What follows belongs to an exercise in optimizing a design on an open flow for small area; a production flow would make more cautious choices. At most, simulation tests tie the RTL to the original design; equivalence was not proved. Power figures rest on the tool's default switching activity, not on a simulated workload.

==> run a <==
==> flow/design.v <==
module top(
    resetn,
    lcdclk,
    PB,
    Sel,
    in_switching,
    CarryIn,
    lcd_rs,
    lcd_rw,
    lcd_en,
    lcd_data
);
input resetn;
input lcdclk;
input [2:0] PB;
input [5:0] Sel;
input in_switching;
input CarryIn;
output lcd_rs;
output lcd_rw;
output lcd_en;
output [7:0] lcd_data;
localparam DH_10 = 7'd119, DH_90 = 7'd4, DH_99 = 7'd75;
reg [4:0] dl;
reg [6:0] dh;
reg [5:0] s;
reg lcd_en;
wire dl19 = (dl == 5'd19);
wire dz   = (dl == 5'd0);
always @(posedge lcdclk) begin
  if (!resetn) begin
    dl <= 5'd0;
    dh <= 7'd0;
    s <= 6'd0;
    lcd_en <= 1'b0;
  end else begin
    dl <= dl19 ? 5'd0 : dl + 5'd1;
    if (dl19) dh <= (dh == DH_99) ? 7'd0 : {dh[5:0], ~(dh[6] ^ dh[5])};
    if (dz && dh == 7'd0) s <= (s == 6'd40) ? 6'd6 : s + 6'd1;
    if (dz && dh == DH_10) lcd_en <= 1'b1;
    else if (dz && dh == DH_90) lcd_en <= 1'b0;
  end
end
function [3:0] inc11;
  input [3:0] v;
  inc11 = (v == 4'd10) ? 4'd0 : v + 4'd1;
endfunction
function [3:0] dmap;    
  input [3:0] v;
  dmap = {v[3] & ~v[1], v[2], v[1] & ~v[3], v[0]};
endfunction
reg [2:0] PB_d;
always @(posedge lcdclk) PB_d <= PB;
wire [2:0] press = PB_d & ~PB;
reg [3:0] a0, a1, a2, b0, b1, b2;
always @(posedge lcdclk) begin
  if (!resetn) begin
    a0 <= 4'd0; a1 <= 4'd0; a2 <= 4'd0;
    b0 <= 4'd0; b1 <= 4'd0; b2 <= 4'd0;
  end else begin
    if (press[0] & ~in_switching) a0 <= inc11(a0);
    if (press[1] & ~in_switching) a1 <= inc11(a1);
    if (press[2] & ~in_switching) a2 <= inc11(a2);
    if (press[0] &  in_switching) b0 <= inc11(b0);
    if (press[1] &  in_switching) b1 <= inc11(b1);
    if (press[2] &  in_switching) b2 <= inc11(b2);
  end
end
reg [3:0] x0, x1, x2, y0, y1, y2;
reg loaded;
always @(posedge lcdclk) begin
  if (CarryIn) begin
    x0 <= a0; x1 <= a1; x2 <= a2;
    y0 <= b0; y1 <= b1; y2 <= b2;
  end
  loaded <= resetn & (loaded | CarryIn);
end
localparam S_X = 2'd0, S_Y = 2'd1, S_A = 2'd2, S_B = 2'd3;
localparam P_WAIT = 4'd0,  P_CONV = 4'd1,  P_EU   = 4'd2,  P_FIX  = 4'd3,
           P_ZU   = 4'd4,  P_GSEL = 4'd5,  P_WG   = 4'd6,  P_XM   = 4'd7,
           P_ALU  = 4'd8,  P_ROTL = 4'd9,  P_M10  = 4'd10, P_MADD = 4'd11,
           P_XC   = 4'd12, P_DIVC = 4'd13, P_DIVW = 4'd14, P_XS   = 4'd15;
reg [3:0] pc;
reg [1:0] src;
reg [1:0] j;
reg [4:0] k;      
reg [19:0] w;
reg [9:0] u, t;
reg D1, D2, D3, DT;
reg [1:0] c;
reg zf, qf;
reg [3:0] outd;   
wire w0 = w[0];
wire u0 = u[0];
wire t0 = t[0];
wire lo = (dl < 5'd10);
reg dslot;
reg [3:0] dsel;
always @(*) begin
  dslot = 1'b1;
  case (s)
    6'd12:   dsel = {S_A, 2'd0};
    6'd13:   dsel = {S_A, 2'd1};
    6'd14:   dsel = {S_A, 2'd2};
    6'd20:   dsel = {S_B, 2'd0};
    6'd21:   dsel = {S_B, 2'd1};
    6'd22:   dsel = {S_B, 2'd2};
    default: begin dslot = 1'b0; dsel = 4'd0; end
  endcase
  if (!dslot) dsel = {(pc == P_M10 || pc == P_MADD) ? S_B : src, j};
end
wire [1:0] dsrc = dsel[3:2];
reg [3:0] draw;
always @(*) begin
  case (dsel)
    {S_X, 2'd0}: draw = x2;
    {S_X, 2'd1}: draw = x1;
    {S_X, 2'd2}: draw = x0;
    {S_Y, 2'd0}: draw = y2;
    {S_Y, 2'd1}: draw = y1;
    {S_Y, 2'd2}: draw = y0;
    {S_A, 2'd0}: draw = a2;
    {S_A, 2'd1}: draw = a1;
    {S_A, 2'd2}: draw = a0;
    {S_B, 2'd0}: draw = b2;
    {S_B, 2'd1}: draw = b1;
    {S_B, 2'd2}: draw = b0;
    default:     draw = 4'd0;
  endcase
end
wire [3:0] dig = dmap(draw);
wire dbit = (pc == P_CONV) & (dl < 5'd4) & dig[dl[1:0]] & (loaded | dsrc[1]);
wire first = (j == 2'd0) && (pc != P_XM);
wire xwin = (s >= 6'd33) && (s <= 6'd38);
localparam [19:0] C5 = 20'd100000;
wire cbit = C5[dl];
reg p, q, r, cinit, cact;
reg w_in, u_in, t_in;
wire [1:0] cc = dz ? {1'b0, cinit} : c;
wire [2:0] sum = p + q + r + cc;
wire so = sum[0];
wire k0 = (k == 5'd0);    
wire xdiv = dz ? w[19] : (DT & ~k0);
wire a_op = t0 & lo;
wire lg = Sel[2];
wire ng = Sel[1] & Sel[0];
wire bop = Sel[1] ? (Sel[0] ? 1'b1 : ~w0) : (Sel[0] ? w0 : 1'b0);
wire lres = Sel[1] ? (a_op ^ w0) : (Sel[0] ? (a_op | w0) : (a_op & w0));
always @(*) begin
  p = 1'b0; q = 1'b0; r = 1'b0; cinit = 1'b0; cact = 1'b1;
  w_in = w0; u_in = u0; t_in = t0;
  if (!dslot) begin
    case (pc)
      P_CONV, P_M10, P_XM: begin
        p = D1 & ~first & (dl != 5'd0);
        q = D3 & ~first & (dl > 5'd2);
        r = dbit;
        w_in = so;
        if (pc == P_CONV && j == 2'd2 && lo) begin
          if (src == S_X) u_in = so;
          if (src == S_Y || src == S_A) t_in = so;
        end
      end
      P_MADD: begin
        p = w0; q = t0 & lo; w_in = so;
      end
      P_ALU: begin
        p = a_op ^ (lg & ng);
        q = lg ? 1'b0 : bop;
        cinit = lg ? ng : CarryIn;
        w_in = (dl < 5'd12) & ((lg & ~ng) ? lres : so);
      end
      P_ROTL: w_in = dz ? w[11] : (dl < 5'd12) ? D1 : w0;
      P_WG:   w_in = lo & u0 & (Sel == 6'b101000);
      P_XC: begin
        p = w0; q = ~cbit; cinit = 1'b1;
      end
      P_XS: begin
        p = w0; q = ~cbit; cinit = 1'b1; w_in = so;
      end
      P_EU: begin
        p = u0; q = ~t0; cinit = 1'b1; cact = lo;
        if (lo & ~CarryIn) u_in = so;
      end
      P_FIX: begin
        p = u0; q = t0; cact = lo;
        if (lo) begin u_in = t0; t_in = so; end
      end
      P_ZU: if (lo) u_in = 1'b0;
      P_DIVC: begin
        p = xdiv; q = ~u0; cinit = 1'b1; cact = lo;
      end
      P_DIVW: begin
        p = xdiv; q = ~u0; cinit = 1'b1; cact = lo;
        if (lo) t_in = qf ? so : xdiv;
        w_in = dz ? qf : D1;
      end
      default: ;
    endcase
  end
end
wire bdig_zero = (dig == 4'd0);
wire bdig_hit = (k[3:0] + 4'd1 == dig);
always @(posedge lcdclk) begin
  w <= {w_in, w[19:1]};
  u <= {u_in, u[9:1]};
  t <= {t_in, t[9:1]};
  D1 <= w0; D2 <= D1; D3 <= D2; DT <= t0;
  if (cact) c <= sum[2:1];
  zf <= (dz | zf) & ~(lo & ((pc == P_EU) ? t0 : u0));
  if (pc == P_DIVC && dl == 5'd9) qf <= (t0 & ~k0) | sum[1];
  if (dz && dh == 7'd0 && xwin) outd <= k[3:0];
  if (!resetn) begin
    pc <= P_WAIT;
  end else if (dl19 && !dslot) begin
    if (s == 6'd6 && dh == 7'd0) begin
      pc <= P_CONV; src <= S_X; j <= 2'd0;
    end else if (xwin && dh == 7'd0) begin
      pc <= P_XC; k <= 5'd0;
    end else begin
      case (pc)
        P_CONV: begin
          if (j != 2'd2) j <= j + 2'd1;
          else begin
            j <= 2'd0;
            case (src)
              S_X: src <= S_Y;
              S_Y: pc <= P_EU;
              S_A: if (Sel[5]) pc <= P_M10; else src <= S_B;
              default: pc <= P_ALU;
            endcase
          end
        end
        P_EU: begin
          if (zf) pc <= P_GSEL;
          else if (CarryIn) pc <= P_ZU;
          else if (~c[0]) pc <= P_FIX;
        end
        P_FIX: pc <= P_EU;
        P_ZU:  pc <= P_GSEL;
        P_GSEL: begin
          if ((Sel == 6'b100000 && !zf) || !Sel[5]) begin
            pc <= P_CONV; src <= S_A;
          end else pc <= P_WG;
        end
        P_WG: pc <= P_WAIT;
        P_ALU: begin
          k <= 5'd0;
          case (Sel[4:3])
            2'b00: pc <= P_WAIT;
            2'b11: pc <= P_WG;
            default: pc <= P_ROTL;
          endcase
        end
        P_ROTL: begin
          k <= k + 5'd1;
          if (~Sel[4] || k == 5'd10) pc <= P_WAIT;
        end
        P_M10: begin
          k <= 5'd0;
          if (bdig_zero) begin
            if (j == 2'd2) pc <= P_DIVC; else j <= j + 2'd1;
          end else pc <= P_MADD;
        end
        P_MADD: begin
          k <= k + 5'd1;
          if (bdig_hit) begin
            if (j == 2'd2) begin pc <= P_DIVC; k <= 5'd0; end
            else begin j <= j + 2'd1; pc <= P_M10; end
          end
        end
        P_DIVC: pc <= P_DIVW;
        P_DIVW: begin
          k <= k + 5'd1;
          pc <= (k == 5'd19) ? P_WAIT : P_DIVC;
        end
        P_XC: pc <= sum[1] ? P_XS : P_XM;
        P_XS: begin k <= k + 5'd1; pc <= P_XC; end
        P_XM: pc <= P_WAIT;
        default: ;
      endcase
    end
  end
end
reg [8:0] ch;    
always @(*) begin
  case (s)
    6'd1:  ch = {1'b0, 8'h38};
    6'd2:  ch = {1'b0, 8'h0F};
    6'd3:  ch = {1'b0, 8'h06};
    6'd4:  ch = {1'b0, 8'h02};
    6'd5:  ch = {1'b0, 8'h01};
    6'd6:  ch = {1'b0, 8'h80};
    6'd7, 6'd8, 6'd15, 6'd16: ch = {1'b1, 8'h20};
    6'd9:  ch = {1'b1, 8'h41};
    6'd17: ch = {1'b1, 8'h42};
    6'd10, 6'd11, 6'd18, 6'd19, 6'd30, 6'd31, 6'd32, 6'd33: ch = {1'b1, 8'h2D};
    6'd12, 6'd13, 6'd14, 6'd20, 6'd21, 6'd22: ch = {1'b1, 4'h3, dig};
    6'd23: ch = {1'b0, 8'hC0};
    6'd24: ch = {1'b1, 8'h52};
    6'd25: ch = {1'b1, 8'h45};
    6'd26: ch = {1'b1, 8'h53};
    6'd27: ch = {1'b1, 8'h55};
    6'd28: ch = {1'b1, 8'h4C};
    6'd29: ch = {1'b1, 8'h54};
    6'd34, 6'd35, 6'd36, 6'd37, 6'd38, 6'd39: ch = {1'b1, 4'h3, outd};
    6'd40: ch = {1'b0, 8'h02};
    default: ch = 9'd0;
  endcase
end
assign lcd_rs = ch[8];
assign lcd_data = ch[7:0];
assign lcd_rw = 1'b0;
endmodule
==> flow/flow/run.sh <==
#!/bin/bash
# The standard layout, with two changes: the clock tree uses clkbuf_8 and no
# dummy loads, and the port buffers are buf_1 cells.
set -euo pipefail
export CTS_ARGS="-sink_clustering_enable -repair_clock_nets -buf_list sky130_fd_sc_hd__clkbuf_8 -dont_use_dummy_load"
export BUFFER_PORTS_ARGS="-inputs -outputs -buffer_cell sky130_fd_sc_hd__buf_1"
bash standard.sh finish > standard_flow.log 2>&1
==> flow/standard.sh <==
#!/bin/bash
# synth_recipe.tcl (not shown) runs the flow's synth.tcl, then flattens the netlist and writes it again
# the make line also repeats each setting of config.mk as NAME=value (left out here)
make -C /OpenROAD-flow-scripts/flow DESIGN_CONFIG=/design/flow/config.mk WORK_HOME=/design/flow/orfs CLKGATE_MAP_FILE= SYNTH_SCRIPT=/design/flow/synth_recipe.tcl "${@:-finish}"
==> flow/config.mk <==
export PLATFORM = sky130hd
export DESIGN_NAME = top
export DESIGN_NICKNAME = top
export VERILOG_FILES = /design/flow/design.v
export SDC_FILE = /design/flow/constraint.sdc
export NUM_CORES = 4
export LEC_CHECK = 0
export ABC_AREA = 1
export CAP_MARGIN = 20
export CORE_MARGIN = 2
export CORE_UTILIZATION = 65
export PLACE_DENSITY = 0.75
export SLEW_MARGIN = 20
==> flow/constraint.sdc <==
create_clock -name core_clock -period 80.0 [get_ports {lcdclk}]
set_input_delay 16.0000 -clock core_clock [delete_from_list [all_inputs] [get_ports {lcdclk}]]
set_output_delay 16.0000 -clock core_clock [all_outputs]
set_load 0.01 [all_outputs]
==> run b: changes against run a <==
==> flow/design.v, changed modules only <==
module top(
    resetn,
    lcdclk,
    PB,
    Sel,
    in_switching,
    CarryIn,
    lcd_rs,
    lcd_rw,
    lcd_en,
    lcd_data
);
input resetn;
input lcdclk;
input [2:0] PB;
input [5:0] Sel;
input in_switching;
input CarryIn;
output lcd_rs;
output lcd_rw;
output lcd_en;
output [7:0] lcd_data;
reg [4:0] dl;
reg [6:0] dh;
reg [5:0] s;
reg lcd_en;
wire dl19 = (dl == 5'd19);
wire dz   = (dl == 5'd0);
always @(posedge lcdclk) begin
  if (!resetn) begin
    dl <= 5'd0;
    dh <= 7'd0;
    s <= 6'd0;
    lcd_en <= 1'b0;
  end else begin
    dl <= dl19 ? 5'd0 : dl + 5'd1;
    if (dl19) dh <= (dh == 7'd99) ? 7'd0 : dh + 7'd1;
    if (dz && dh == 7'd0) s <= (s == 6'd40) ? 6'd6 : s + 6'd1;
    if (dz && dh == 7'd10) lcd_en <= 1'b1;
    else if (dz && dh == 7'd90) lcd_en <= 1'b0;
  end
end
function [3:0] inc11;
  input [3:0] v;
  inc11 = (v == 4'd10) ? 4'd0 : v + 4'd1;
endfunction
function [3:0] dmap;    
  input [3:0] v;
  dmap = {v[3] & ~v[1], v[2], v[1] & ~v[3], v[0]};
endfunction
reg [2:0] PB_d;
always @(posedge lcdclk) PB_d <= PB;
wire [2:0] press = PB_d & ~PB;
reg [3:0] a0, a1, a2, b0, b1, b2;
always @(posedge lcdclk) begin
  if (!resetn) begin
    a0 <= 4'd0; a1 <= 4'd0; a2 <= 4'd0;
    b0 <= 4'd0; b1 <= 4'd0; b2 <= 4'd0;
  end else begin
    if (press[0] & ~in_switching) a0 <= inc11(a0);
    if (press[1] & ~in_switching) a1 <= inc11(a1);
    if (press[2] & ~in_switching) a2 <= inc11(a2);
    if (press[0] &  in_switching) b0 <= inc11(b0);
    if (press[1] &  in_switching) b1 <= inc11(b1);
    if (press[2] &  in_switching) b2 <= inc11(b2);
  end
end
reg [3:0] x0, x1, x2, y0, y1, y2;
reg loaded;
always @(posedge lcdclk) begin
  if (CarryIn) begin
    x0 <= a0; x1 <= a1; x2 <= a2;
    y0 <= b0; y1 <= b1; y2 <= b2;
  end
  loaded <= resetn & (loaded | CarryIn);
end
localparam S_X = 2'd0, S_Y = 2'd1, S_A = 2'd2, S_B = 2'd3;
localparam P_IDLE = 5'd0,  P_CONV = 5'd1,  P_EU   = 5'd2,  P_FIX  = 5'd3,
           P_ZU   = 5'd4,  P_GSEL = 5'd5,  P_CPYU = 5'd6,  P_ZW   = 5'd7,
           P_ALU  = 5'd8,  P_ROTL = 5'd9,  P_M10  = 5'd10, P_MADD = 5'd11,
           P_ZT   = 5'd12, P_DIVC = 5'd13, P_DIVW = 5'd14, P_DONE = 5'd15;
reg [4:0] pc;
reg [1:0] src;
reg [1:0] j;
reg [4:0] k;
reg [19:0] w;
reg [9:0] u, t;
reg D1, D2, D3, DT;
reg [1:0] c;
reg zf, qf;
reg xsub, xd;
reg [3:0] cnt;
wire w0 = w[0];
wire u0 = u[0];
wire t0 = t[0];
wire lo = (dl < 5'd10);
wire [1:0] dsrc = (pc == P_M10 || pc == P_MADD) ? S_B : src;
reg [3:0] draw;
always @(*) begin
  case ({dsrc, j})
    {S_X, 2'd0}: draw = x2 & {4{loaded}};
    {S_X, 2'd1}: draw = x1 & {4{loaded}};
    {S_X, 2'd2}: draw = x0 & {4{loaded}};
    {S_Y, 2'd0}: draw = y2 & {4{loaded}};
    {S_Y, 2'd1}: draw = y1 & {4{loaded}};
    {S_Y, 2'd2}: draw = y0 & {4{loaded}};
    {S_A, 2'd0}: draw = a2;
    {S_A, 2'd1}: draw = a1;
    {S_A, 2'd2}: draw = a0;
    {S_B, 2'd0}: draw = b2;
    {S_B, 2'd1}: draw = b1;
    {S_B, 2'd2}: draw = b0;
    default:     draw = 4'd0;
  endcase
end
wire [3:0] dig = dmap(draw);
wire dbit = (pc == P_CONV) & (dl < 5'd4) & dig[dl[1:0]];
wire first = (j == 2'd0);
wire xwin = (s >= 6'd33) && (s <= 6'd38);
wire xa = xwin && (dh >= 7'd90);
reg [19:0] cconst;
always @(*) begin
  case (s)
    6'd33:   cconst = 20'd100000;
    6'd34:   cconst = 20'd10000;
    6'd35:   cconst = 20'd1000;
    6'd36:   cconst = 20'd100;
    6'd37:   cconst = 20'd10;
    default: cconst = 20'd1;
  endcase
end
wire cbit = cconst[dl];
reg p, q, r, cinit, cact;
reg w_in, u_in, t_in;
wire [1:0] cc = dz ? {1'b0, cinit} : c;
wire [2:0] sum = p + q + r + cc;
wire so = sum[0];
wire xdiv = dz ? w[19] : DT;
wire a_op = t0 & lo;
wire lg = Sel[2];
wire ng = Sel[1] & Sel[0];
wire bop = Sel[1] ? (Sel[0] ? 1'b1 : ~w0) : (Sel[0] ? w0 : 1'b0);
wire lres = Sel[1] ? (a_op ^ w0) : (Sel[0] ? (a_op | w0) : (a_op & w0));
always @(*) begin
  p = 1'b0; q = 1'b0; r = 1'b0; cinit = 1'b0; cact = 1'b1;
  w_in = w0; u_in = u0; t_in = t0;
  if (xa) begin
    if (!xd) begin
      p = w0; q = cbit ^ xsub; cinit = xsub; w_in = so;
    end
  end else begin
    case (pc)
      P_CONV, P_M10: begin
        p = D1 & ~first & (dl != 5'd0);
        q = D3 & ~first & (dl > 5'd2);
        r = dbit;
        w_in = so;
        if (pc == P_CONV && j == 2'd2 && lo) begin
          if (src == S_X) u_in = so;
          if (src == S_Y || src == S_A) t_in = so;
        end
      end
      P_MADD: begin
        p = w0; q = t0 & lo; w_in = so;
      end
      P_ALU: begin
        p = a_op ^ (lg & ng);
        q = lg ? 1'b0 : bop;
        cinit = lg ? ng : CarryIn;
        w_in = (dl < 5'd12) & ((lg & ~ng) ? lres : so);
      end
      P_ROTL: w_in = dz ? w[11] : (dl < 5'd12) ? D1 : w0;
      P_CPYU: w_in = lo & u0;
      P_ZW:   w_in = 1'b0;
      P_EU: begin
        p = u0; q = ~t0; cinit = 1'b1; cact = lo;
        if (lo & ~CarryIn) u_in = so;
      end
      P_FIX: begin
        p = u0; q = t0; cact = lo;
        if (lo) begin u_in = t0; t_in = so; end
      end
      P_ZU: if (lo) u_in = 1'b0;
      P_ZT: if (lo) t_in = 1'b0;
      P_DIVC: begin
        p = xdiv; q = ~u0; cinit = 1'b1; cact = lo;
      end
      P_DIVW: begin
        p = xdiv; q = ~u0; cinit = 1'b1; cact = lo;
        if (lo) t_in = qf ? so : xdiv;
        w_in = dz ? qf : D1;
      end
      default: ;
    endcase
  end
end
wire bdig_zero = (dig == 4'd0);
wire bdig_hit = (k[3:0] + 4'd1 == dig);
always @(posedge lcdclk) begin
  w <= {w_in, w[19:1]};
  u <= {u_in, u[9:1]};
  t <= {t_in, t[9:1]};
  D1 <= w0; D2 <= D1; D3 <= D2; DT <= t0;
  if (cact) c <= sum[2:1];
  zf <= (dz | zf) & ~(lo & ((pc == P_EU) ? t0 : u0));
  if (pc == P_DIVC && dl == 5'd9) qf <= t0 | sum[1];
  if (dl19 && dh == 7'd89 && xwin) begin
    xsub <= (s == 6'd33) | ~w0;
    xd <= 1'b0;
  end else if (dl19 && xa && !xd) begin
    if (xsub) begin
      cnt <= (dh == 7'd90) ? {3'b0, sum[1]} : cnt + {3'b0, sum[1]};
      xd <= ~sum[1];
    end else begin
      cnt <= (dh == 7'd90) ? (sum[1] ? 4'd9 : 4'd8) : cnt - {3'b0, ~sum[1]};
      xd <= sum[1];
    end
  end
  if (!resetn) begin
    pc <= P_IDLE;
  end else if (dl19) begin
    if (s == 6'd6 && dh == 7'd0) begin
      pc <= P_CONV; src <= S_X; j <= 2'd0;
    end else begin
      case (pc)
        P_CONV: begin
          if (j != 2'd2) j <= j + 2'd1;
          else begin
            j <= 2'd0;
            case (src)
              S_X: src <= S_Y;
              S_Y: pc <= P_EU;
              S_A: if (Sel[5]) pc <= P_M10; else src <= S_B;
              default: pc <= P_ALU;
            endcase
          end
        end
        P_EU: begin
          if (zf) pc <= P_GSEL;
          else if (CarryIn) pc <= P_ZU;
          else if (~c[0]) pc <= P_FIX;
        end
        P_FIX: pc <= P_EU;
        P_ZU:  pc <= P_GSEL;
        P_GSEL: begin
          if (Sel == 6'b101000) pc <= P_CPYU;
          else if ((Sel == 6'b100000 && !zf) || !Sel[5]) begin
            pc <= P_CONV; src <= S_A;
          end else pc <= P_ZW;
        end
        P_CPYU, P_ZW: pc <= P_DONE;
        P_ALU: begin
          k <= 5'd0;
          case (Sel[4:3])
            2'b00: pc <= P_DONE;
            2'b11: pc <= P_ZW;
            default: pc <= P_ROTL;
          endcase
        end
        P_ROTL: begin
          k <= k + 5'd1;
          if (~Sel[4] || k == 5'd10) pc <= P_DONE;
        end
        P_M10: begin
          k <= 5'd0;
          if (bdig_zero) begin
            if (j == 2'd2) pc <= P_ZT; else j <= j + 2'd1;
          end else pc <= P_MADD;
        end
        P_MADD: begin
          k <= k + 5'd1;
          if (bdig_hit) begin
            if (j == 2'd2) pc <= P_ZT;
            else begin j <= j + 2'd1; pc <= P_M10; end
          end
        end
        P_ZT: begin pc <= P_DIVC; k <= 5'd0; end
        P_DIVC: pc <= P_DIVW;
        P_DIVW: begin
          k <= k + 5'd1;
          pc <= (k == 5'd19) ? P_DONE : P_DIVC;
        end
        default: ;
      endcase
    end
  end
end
reg [8:0] ch;    
always @(*) begin
  case (s)
    6'd1:  ch = {1'b0, 8'h38};
    6'd2:  ch = {1'b0, 8'h0F};
    6'd3:  ch = {1'b0, 8'h06};
    6'd4:  ch = {1'b0, 8'h02};
    6'd5:  ch = {1'b0, 8'h01};
    6'd6:  ch = {1'b0, 8'h80};
    6'd7, 6'd8, 6'd15, 6'd16: ch = {1'b1, 8'h20};
    6'd9:  ch = {1'b1, 8'h41};
    6'd17: ch = {1'b1, 8'h42};
    6'd10, 6'd11, 6'd18, 6'd19, 6'd30, 6'd31, 6'd32, 6'd33: ch = {1'b1, 8'h2D};
    6'd12: ch = {1'b1, 4'h3, dmap(a2)};
    6'd13: ch = {1'b1, 4'h3, dmap(a1)};
    6'd14: ch = {1'b1, 4'h3, dmap(a0)};
    6'd20: ch = {1'b1, 4'h3, dmap(b2)};
    6'd21: ch = {1'b1, 4'h3, dmap(b1)};
    6'd22: ch = {1'b1, 4'h3, dmap(b0)};
    6'd23: ch = {1'b0, 8'hC0};
    6'd24: ch = {1'b1, 8'h52};
    6'd25: ch = {1'b1, 8'h45};
    6'd26: ch = {1'b1, 8'h53};
    6'd27: ch = {1'b1, 8'h55};
    6'd28: ch = {1'b1, 8'h4C};
    6'd29: ch = {1'b1, 8'h54};
    6'd34, 6'd35, 6'd36, 6'd37, 6'd38, 6'd39: ch = {1'b1, 4'h3, cnt};
    6'd40: ch = {1'b0, 8'h02};
    default: ch = 9'd0;
  endcase
end
assign lcd_rs = ch[8];
assign lcd_data = ch[7:0];
assign lcd_rw = 1'b0;
endmodule
==> flow/run.sh (new file) <==
#!/bin/bash
# synth_recipe.tcl (not shown) runs the flow's synth.tcl, then flattens the netlist and writes it again
# the make line also repeats each setting of config.mk as NAME=value (left out here)
make -C /OpenROAD-flow-scripts/flow DESIGN_CONFIG=/design/flow/config.mk WORK_HOME=/design/flow/orfs CLKGATE_MAP_FILE= SYNTH_SCRIPT=/design/flow/synth_recipe.tcl finish
- ABC_AREA: 1 -> unset
- CORE_UTILIZATION: 65 -> 40
- PLACE_DENSITY: 0.75 -> unset
removed: flow/flow/run.sh
removed: flow/standard.sh
==> run c: changes against run a <==
--- a/flow/design.v
+++ b/flow/design.v
@@ -45,3 +45,3 @@
   input [3:0] v;
-  inc11 = (v == 4'd10) ? 4'd0 : v + 4'd1;
+  inc11 = {v[2:0], v[3] ^ ~v[0] ^ (v[2] & v[1])};
 endfunction
@@ -49,3 +49,14 @@
   input [3:0] v;
-  dmap = {v[3] & ~v[1], v[2], v[1] & ~v[3], v[0]};
+  case (v)
+    4'b0001: dmap = 4'd1;
+    4'b0010: dmap = 4'd2;
+    4'b0101: dmap = 4'd3;
+    4'b1010: dmap = 4'd4;
+    4'b0100: dmap = 4'd5;
+    4'b1001: dmap = 4'd6;
+    4'b0011: dmap = 4'd7;
+    4'b0110: dmap = 4'd8;
+    4'b1100: dmap = 4'd9;
+    default: dmap = 4'd0;
+  endcase
 endfunction
@@ -96,21 +107,6 @@
 wire lo = (dl < 5'd10);
-reg dslot;
-reg [3:0] dsel;
-always @(*) begin
-  dslot = 1'b1;
-  case (s)
-    6'd12:   dsel = {S_A, 2'd0};
-    6'd13:   dsel = {S_A, 2'd1};
-    6'd14:   dsel = {S_A, 2'd2};
-    6'd20:   dsel = {S_B, 2'd0};
-    6'd21:   dsel = {S_B, 2'd1};
-    6'd22:   dsel = {S_B, 2'd2};
-    default: begin dslot = 1'b0; dsel = 4'd0; end
-  endcase
-  if (!dslot) dsel = {(pc == P_M10 || pc == P_MADD) ? S_B : src, j};
-end
-wire [1:0] dsrc = dsel[3:2];
+wire [1:0] dsrc = (pc == P_M10 || pc == P_MADD) ? S_B : src;
 reg [3:0] draw;
 always @(*) begin
-  case (dsel)
+  case ({dsrc, j})
     {S_X, 2'd0}: draw = x2;
@@ -151,3 +147,3 @@
   w_in = w0; u_in = u0; t_in = t0;
-  if (!dslot) begin
+  begin
     case (pc)
@@ -214,3 +210,3 @@
     pc <= P_WAIT;
-  end else if (dl19 && !dslot) begin
+  end else if (dl19) begin
     if (s == 6'd6 && dh == 7'd0) begin
@@ -284,2 +280,13 @@
 end
+reg [3:0] opd;    
+always @(*) begin
+  case (s)
+    6'd12:   opd = a2;
+    6'd13:   opd = a1;
+    6'd14:   opd = a0;
+    6'd20:   opd = b2;
+    6'd21:   opd = b1;
+    default: opd = b0;
+  endcase
+end
 reg [8:0] ch;    
@@ -297,3 +304,3 @@
     6'd10, 6'd11, 6'd18, 6'd19, 6'd30, 6'd31, 6'd32, 6'd33: ch = {1'b1, 8'h2D};
-    6'd12, 6'd13, 6'd14, 6'd20, 6'd21, 6'd22: ch = {1'b1, 4'h3, dig};
+    6'd12, 6'd13, 6'd14, 6'd20, 6'd21, 6'd22: ch = {1'b1, 4'h3, dmap(opd)};
     6'd23: ch = {1'b0, 8'hC0};
==> flow/run.sh (new file) <==
#!/bin/bash
# synth_recipe.tcl (not shown) runs the flow's synth.tcl, then flattens the netlist and writes it again
# the make line also repeats each setting of config.mk as NAME=value (left out here)
make -C /OpenROAD-flow-scripts/flow DESIGN_CONFIG=/design/flow/config.mk WORK_HOME=/design/flow/orfs CLKGATE_MAP_FILE= SYNTH_SCRIPT=/design/flow/synth_recipe.tcl finish
- ABC_AREA: 1 -> unset
- CORE_UTILIZATION: 65 -> 40
- CTS_BUF_LIST: unset -> sky130_fd_sc_hd__clkbuf_8
- PLACE_DENSITY: 0.75 -> unset
removed: flow/flow/run.sh
removed: flow/standard.sh
==> comparison <==
- Die area, lowest first: run a, run c, run b.
- Against run c, the via count of run a is larger by about 12%.
- In run c the global-route usage is lower than in run a, by 16 points.
- The highest clock skew belongs to run a, the lowest to run b.
- Non-clock buffer count, highest first: run b, run c, run a.
- Synthesized cell count, highest first: run a, run b, run c.
==> figures <==
item                                                                         run b                      run c                      run a
Count of plain and timing-repair buffers in the layout                          26                         25                         24
GR Layer Usage met3                                                         0.0409                     0.0404                     0.0801
Crit Path Class                                              primary input to flop     flop to primary output     flop to primary output
Drt total wl                                                              19800 um                   18600 um                   19800 um
Status                                                    timing/DRC/antenna clean   timing/DRC/antenna clean   timing/DRC/antenna clean
Switching Fraction                                                           0.253                      0.259                      0.248
Cell area power density                                                19.7 nW/um2                18.4 nW/um2                16.5 nW/um2
Cell chosen for the clock root                          sky130_fd_sc_hd__clkbuf_16  sky130_fd_sc_hd__clkbuf_8  sky130_fd_sc_hd__clkbuf_8
Critical path startpoint                                                   CarryIn          s[3]$_SDFFE_PN0P_          s[0]$_SDFFE_PN0P_
Clock distribution power                                                 0.0830 mW                  0.0637 mW                  0.0419 mW
Largest power group                                                          clock           sequential cells           sequential cells
Distinct cells, synth                                                           82                         80                         54
CP bufs+invs                                                                     4                          3                          2
Endpoint arrival time on the critical path                                19.85 ns                    3.81 ns                    3.39 ns
The RTL of run c was laid out without a check of its function.

[afterwards: timing with drivers on the ports]
The flow's constraints put no driver on any port. The routed layouts listed below were extracted and timed again, unchanged, in two steps. Step 1 (the two cells are an assumption about what drives the block):
set clk [get_ports {lcdclk}]
set_driving_cell -lib_cell sky130_fd_sc_hd__clkbuf_16 $clk
set_driving_cell -lib_cell sky130_fd_sc_hd__buf_2 [delete_from_list [all_inputs] $clk]
Step 2 adds t to the input delays and takes it off the output delays; t is the mean of the earliest and latest rising clock arrival at the registers after step 1. Input paths then give back, and output paths get back, about the clock's delay inside the block. Slacks: ideal ports / drivers / drivers and shift; pairs: ideal ports / drivers.
run | t, ns | setup slack, ns | worst setup path after step 2
run a | 0.472 | 60.608 / 60.574 / 60.876 | input to register
run b | 0.462 | 60.321 / 60.339 / 59.877 | input to register
run c | 0.492 | 60.187 / 60.152 / 60.644 | register to output
After both steps setup and hold are still met in every run listed. For run b, which loses most, drivers alone change the setup slack by +0.018 ns; drivers and shift together by -0.444 ns.
